Source: an optimization exercise on an open RTL-to-GDS flow (aim: small area and a short achievable clock period). Production flows keep margins and buffers that such runs may drop.
Function was checked by simulation only, so behaviour that the tests miss may differ from the original.
The clock port is modelled as an ideal driver; clocking choices that lean on that would not hold on a real chip.

Setup of sierra:
==> flow/design.v (excerpt) <==
module MultiTop(
    input             clk,
    input      [31:0] a,
    input      [31:0] b,
    output reg [31:0] prod
);
Size: about 1100 cells after synthesis, roughly 97 I/O pins, about 12000 um^2 of cells after synthesis.
clock: 17.0 ns
lec_check: 0
cap_margin: 20
core_margin: 2
core_utilization: 40
slew_margin: 72
synth_hierarchical: 1
synth_minimum_keep_size: 0
standard.sh (not shown) runs the stock make flow with config.mk's settings and CLKGATE_MAP_FILE= SYNTH_SCRIPT=/design/flow/synth_recipe.tcl, a recipe that flattens the netlist after the stock synthesis.
==> flow/flow/run.sh <==
#!/bin/bash
# The standard layout (the standard.sh, standard synthesis included), except that the
# buffers buffer_ports puts on every input and output port are buf_1 cells rather than the
# clkdlybuf4s50_1 delay cells it picks by default. The make output goes to standard.log;
# ORFS keeps each step's own log under orfs/logs/.
set -euo pipefail
bash standard.sh BUFFER_PORTS_ARGS="-buffer_cell sky130_fd_sc_hd__buf_1" finish > standard.log 2>&1
sierra was carried through to the last stage, and its layout satisfied the timing, design-rule and antenna checks.
--- input diff sierra..willow ---
==> flow/flow/run.sh <==
#!/bin/bash
set -euo pipefail
SKEW_CELLS="sky130_fd_sc_hd__clkdlybuf4s50_1" \
  bash standard.sh BUFFER_PORTS_ARGS="-buffer_cell sky130_fd_sc_hd__buf_1" PRE_CTS_TCL="$(pwd)/flow/skew.tcl" finish > standard.log 2>&1
==> flow/flow/skew.tcl (new file) <==
set block [ord::get_db_block]
set db [ord::get_db]
set clk [$block findNet clk]
set cells [split $::env(SKEW_CELLS) ","]
set flops {}
set sx 0.0
set sy 0.0
foreach i [$block getInsts] {
  if {[string match {prod\[*} [$i getName]]} {
    lappend flops $i
    set bb [$i getBBox]
    set sx [expr {$sx + [$bb xMin]}]
    set sy [expr {$sy + [$bb yMin]}]
  }
}
set nf [llength $flops]
puts "skew: $nf product registers"
if {$nf != 32} { error "skew: expected 32 product registers, found $nf" }
set cx [expr {int($sx / $nf)}]
set cy [expr {int($sy / $nf)}]
set prev $clk
set k 0
foreach c $cells {
  set m [$db findMaster $c]
  if {$m eq "NULL" || $m eq ""} { error "skew: no master $c" }
  set inst [odb::dbInst_create $block $m skew_dly_$k]
  set net [odb::dbNet_create $block clk_prod_$k]
  $net setSigType CLOCK
  [$inst findITerm A] connect $prev
  [$inst findITerm X] connect $net
  $inst setLocation $cx $cy
  $inst setPlacementStatus PLACED
  set prev $net
  incr k
}
foreach i $flops {
  set it [$i findITerm CLK]
  $it disconnect
  $it connect $prev
}
puts "skew: product registers now clocked from [$prev getName] through $k cells"
detailed_placement
Findings:
- Number of distinct library cells after synthesis: willow vs sierra identical
- Comparing willow against sierra, there is no change at all in worst slack at placement.
- Reported for willow and sierra, die extent in y turned out identical to the last digit.
- The synthesized-area fraction occupied by ao, oa, aoi and oai cells on willow is in line with that on sierra.
- willow -> sierra: fraction of registers with async set or reset after synthesis delta 0, exact match
- Initial core utilization essentially unchanged between sierra and willow.
- willow never completed, since it errored out during clock tree synthesis.
- Between willow and sierra, the difference in cell area reported after detailed placement is negligible.

========
Setup of build 94:
MultiTop, a different RTL version from the one above (not shown whole).
For scale: about 1,100 cells after synthesis, ~96 flip-flops, roughly 97 I/O pins.
==> flow/config.mk <==
export PLATFORM = sky130hd
export DESIGN_NAME = MultiTop
export DESIGN_NICKNAME = MultiTop
export VERILOG_FILES = /design/flow/design.v
export SDC_FILE = /design/flow/constraint.sdc
export NUM_CORES = 4
export LEC_CHECK = 0
export CAP_MARGIN = 20
export CORE_MARGIN = 2
export CORE_UTILIZATION = 40
export SLEW_MARGIN = 72
export SYNTH_HIERARCHICAL = 1
export SYNTH_MINIMUM_KEEP_SIZE = 0
==> flow/constraint.sdc <==
create_clock -name core_clock -period 17.0 [get_ports {clk}]
set_input_delay 3.4000 -clock core_clock [delete_from_list [all_inputs] [get_ports {clk}]]
set_output_delay 3.4000 -clock core_clock [all_outputs]
set_load 0.01 [all_outputs]
==> flow/flow/run.sh <==
#!/bin/bash
# The standard layout (the standard.sh, standard synthesis included), with these changes:
# - buffer_ports puts buf_1 cells on the ports rather than clkdlybuf4s50_1 delay cells;
# - CTS runs without latency balancing between the two clock nets (-delay_buffer_derate 0
#   -no_insertion_delay), so that it keeps that skew rather than padding the other registers'
#   clock to match it.
# The make output goes to standard.log; ORFS keeps each step's own log under orfs/logs/.
set -euo pipefail
SKEW_CELLS="sky130_fd_sc_hd__clkdlybuf4s15_1" \
  bash standard.sh BUFFER_PORTS_ARGS="-buffer_cell sky130_fd_sc_hd__buf_1" \
    PRE_CTS_TCL="$(pwd)/flow/skew.tcl" \
    CTS_ARGS="-sink_clustering_enable -repair_clock_nets -delay_buffer_derate 0 -no_insertion_delay -buf_list sky130_fd_sc_hd__clkbuf_8" \
    finish > standard.log 2>&1
==> flow/flow/skew.tcl <==
set block [ord::get_db_block]
set db [ord::get_db]
set clk [$block findNet clk]
set cells [split $::env(SKEW_CELLS) ","]
set flops {}
set sx 0.0
set sy 0.0
foreach i [$block getInsts] {
  if {[string match "prod*" [$i getName]] && [string match "sky130_fd_sc_hd__df*" [[$i getMaster] getName]]} {
    lappend flops $i
    set bb [$i getBBox]
    set sx [expr {$sx + [$bb xMin]}]
    set sy [expr {$sy + [$bb yMin]}]
  }
}
set nf [llength $flops]
puts "skew: $nf product registers"
if {$nf != 32} { error "skew: expected 32 product registers, found $nf" }
set cx [expr {int($sx / $nf)}]
set cy [expr {int($sy / $nf)}]
set prev $clk
set k 0
foreach c $cells {
  set m [$db findMaster $c]
  if {$m eq "NULL" || $m eq ""} { error "skew: no master $c" }
  set inst [odb::dbInst_create $block $m skew_dly_$k]
  set net [odb::dbNet_create $block clk_prod_$k]
  $net setSigType CLOCK
  [$inst findITerm A] connect $prev
  [$inst findITerm X] connect $net
  $inst setLocation $cx $cy
  $inst setPlacementStatus PLACED
  set prev $net
  incr k
}
foreach i $flops {
  set it [$i findITerm CLK]
  $it disconnect
  $it connect $prev
}
puts "skew: product registers now clocked from [$prev getName] through $k cells"
detailed_placement
Build 94 ended with every stage complete and zero timing, DRC or antenna violations.
## Diff of input files: build 89 against build 94
diff --git a/flow/flow/run.sh b/flow/flow/run.sh
--- a/flow/flow/run.sh
+++ b/flow/flow/run.sh
@@ -12 +12 @@
-    CTS_ARGS="-sink_clustering_enable -repair_clock_nets -delay_buffer_derate 0 -no_insertion_delay -buf_list sky130_fd_sc_hd__clkbuf_8" \
+    CTS_ARGS="-sink_clustering_enable -repair_clock_nets -delay_buffer_derate 0 -no_insertion_delay -buf_list sky130_fd_sc_hd__clkbuf_8 sky130_fd_sc_hd__clkbuf_16" \
Results
- Build 94 completed; timing, DRC and antenna clean
- Build 89: STA-0564 in clock tree synthesis (4_1_cts) -> run aborted
- Taking build 94 as the reference, in build 89 synthesized-area fraction occupied by ao, oa, aoi and oai cells has remained practically unchanged, average footprint of a synthesized cell has remained practically unchanged.
- The die height on build 94 is in line with that on build 89.
Inputs modified between build 89 and build 68:
diff --git a/flow/flow/run.sh b/flow/flow/run.sh
--- a/flow/flow/run.sh
+++ b/flow/flow/run.sh
@@ -9 +9 @@
-SKEW_CELLS="sky130_fd_sc_hd__clkdlybuf4s15_1" \
+SKEW_CELLS="sky130_fd_sc_hd__clkbuf_2" \
@@ -12 +12 @@
-    CTS_ARGS="-sink_clustering_enable -repair_clock_nets -delay_buffer_derate 0 -no_insertion_delay -buf_list sky130_fd_sc_hd__clkbuf_8 sky130_fd_sc_hd__clkbuf_16" \
+    CTS_ARGS="-sink_clustering_enable -repair_clock_nets -delay_buffer_derate 0 -no_insertion_delay -buf_list sky130_fd_sc_hd__clkbuf_8" \
### Flow results
- In summary, build 68 completed successfully, with a layout that passed the timing, design-rule and antenna checks.
- Re global placement routability congestion: no difference whatsoever between build 89 and build 68.
- Re number of instances in the synthesized netlist: no difference whatsoever between build 68 and build 89.
- [compare] base=build 89 new=build 68: mean post-synth cell area did not really move, placed cell area did not really move, number of synthesized register bits did not really move, adder and majority cell fraction of the synthesized area did not really move.
- On placed wire-length estimate after detailed placement, build 89 and build 68 are neck and neck.
- Reported for build 89 and build 68, width of the die turned out identical to the last digit.
- Mapped cell area delta (build 89 -> build 68): insignificant
- Between build 68 and build 89, the count of port buffers added during placement does not differ in any meaningful way.
The inputs of build 66 differ from those of build 68 as listed below.
diff --git a/flow/flow/run.sh b/flow/flow/run.sh
--- a/flow/flow/run.sh
+++ b/flow/flow/run.sh
@@ -9 +9 @@
-SKEW_CELLS="sky130_fd_sc_hd__clkbuf_2" \
+SKEW_CELLS="sky130_fd_sc_hd__clkdlybuf4s15_1" \
@@ -12 +12 @@
-    CTS_ARGS="-sink_clustering_enable -repair_clock_nets -delay_buffer_derate 0 -no_insertion_delay -buf_list sky130_fd_sc_hd__clkbuf_8" \
+    CTS_ARGS="-sink_clustering_enable -repair_clock_nets -delay_buffer_derate 0 -no_insertion_delay -root_buf sky130_fd_sc_hd__clkbuf_16 -buf_list sky130_fd_sc_hd__clkbuf_8" \
[summary]
- Per the comparison of build 66 with build 68, wire length went up by 0.56%; sequential share of layout area dropped 0.17 points.
- Run comparison: build 68 launch point of the worst path b_q[1]$_DFF_P_; build 66 launch point of the worst path prod[31]$_DFF_P_
- Side by side, synthesis-to-layout area growth turned out higher in build 66 than in build 68.
The following lists how build 85 was set up differently from build 66:
diff --git a/flow/flow/run.sh b/flow/flow/run.sh
--- a/flow/flow/run.sh
+++ b/flow/flow/run.sh
@@ -9 +9 @@
-SKEW_CELLS="sky130_fd_sc_hd__clkdlybuf4s15_1" \
+SKEW_CELLS="sky130_fd_sc_hd__clkdlybuf4s18_1" \
@@ -12 +12 @@
-    CTS_ARGS="-sink_clustering_enable -repair_clock_nets -delay_buffer_derate 0 -no_insertion_delay -root_buf sky130_fd_sc_hd__clkbuf_16 -buf_list sky130_fd_sc_hd__clkbuf_8" \
+    CTS_ARGS="-sink_clustering_enable -repair_clock_nets -delay_buffer_derate 0 -no_insertion_delay -buf_list sky130_fd_sc_hd__clkbuf_8" \
## What came out
Summary — worst hold slack across all endpoints, build 85 relative to build 66: lower, by 0.018 ns.
Compared with build 66, in build 85 worst reg-to-reg path cell count now sits lower; length of routed met2 wiring fell about 0.7%; via count lost 40; peak per-stage delay on the critical path now sits at about the same level.
Of build 85 and build 66, it is build 85 that has the lower utilization.
Build 66 -> build 85: final total negative setup slack delta 0, exact match
Against build 66, build 85 comes in 0.50 points higher on normalized max-slew margin.

separate check: timing with driven ports:
The flow's constraints put no driver on any port. The routed layouts listed below were extracted and timed again, unchanged, in two steps.
Step 1, drivers: a clkbuf_16 drives clk and a buf_2 each remaining input, both assumed.
Step 2, shift: input delay + t, output delay - t, t = (earliest + latest rising clock arrival at the registers) / 2. This alone moves slack from input paths to output paths.
a / b / c = ideal / step 1 / step 2; a / b = the first two.
run | t (ns) | slack for setup (ns) | clock arrival spread, ns | worst register clock-pin slew, ns | worst data-port slew with drivers (ns) | cell pins on the clock port's net
sierra | 0.421 | 11.576 / 11.576 / 11.576 | 0.010 / 0.010 | 0.07 / 0.07 | 0.05 | 1
build 94 | 0.731 | 12.104 / 12.063 / 12.222 | 0.636 / 0.636 | 0.10 / 0.10 | 0.04 | 1
build 68 | 0.671 | 12.098 / 12.098 / 12.098 | 0.519 / 0.519 | 0.10 / 0.10 | 0.04 | 1
build 66 | 0.707 | 12.145 / 12.098 / 12.231 | 0.622 / 0.622 | 0.07 / 0.07 | 0.04 | 1
build 85 | 0.739 | 12.089 / 12.048 / 12.237 | 0.651 / 0.651 | 0.10 / 0.10 | 0.04 | 1
Clock arrivals are far apart in build 94, build 68, build 66 and build 85, so t is only a midpoint there and step 2 fits no single register.
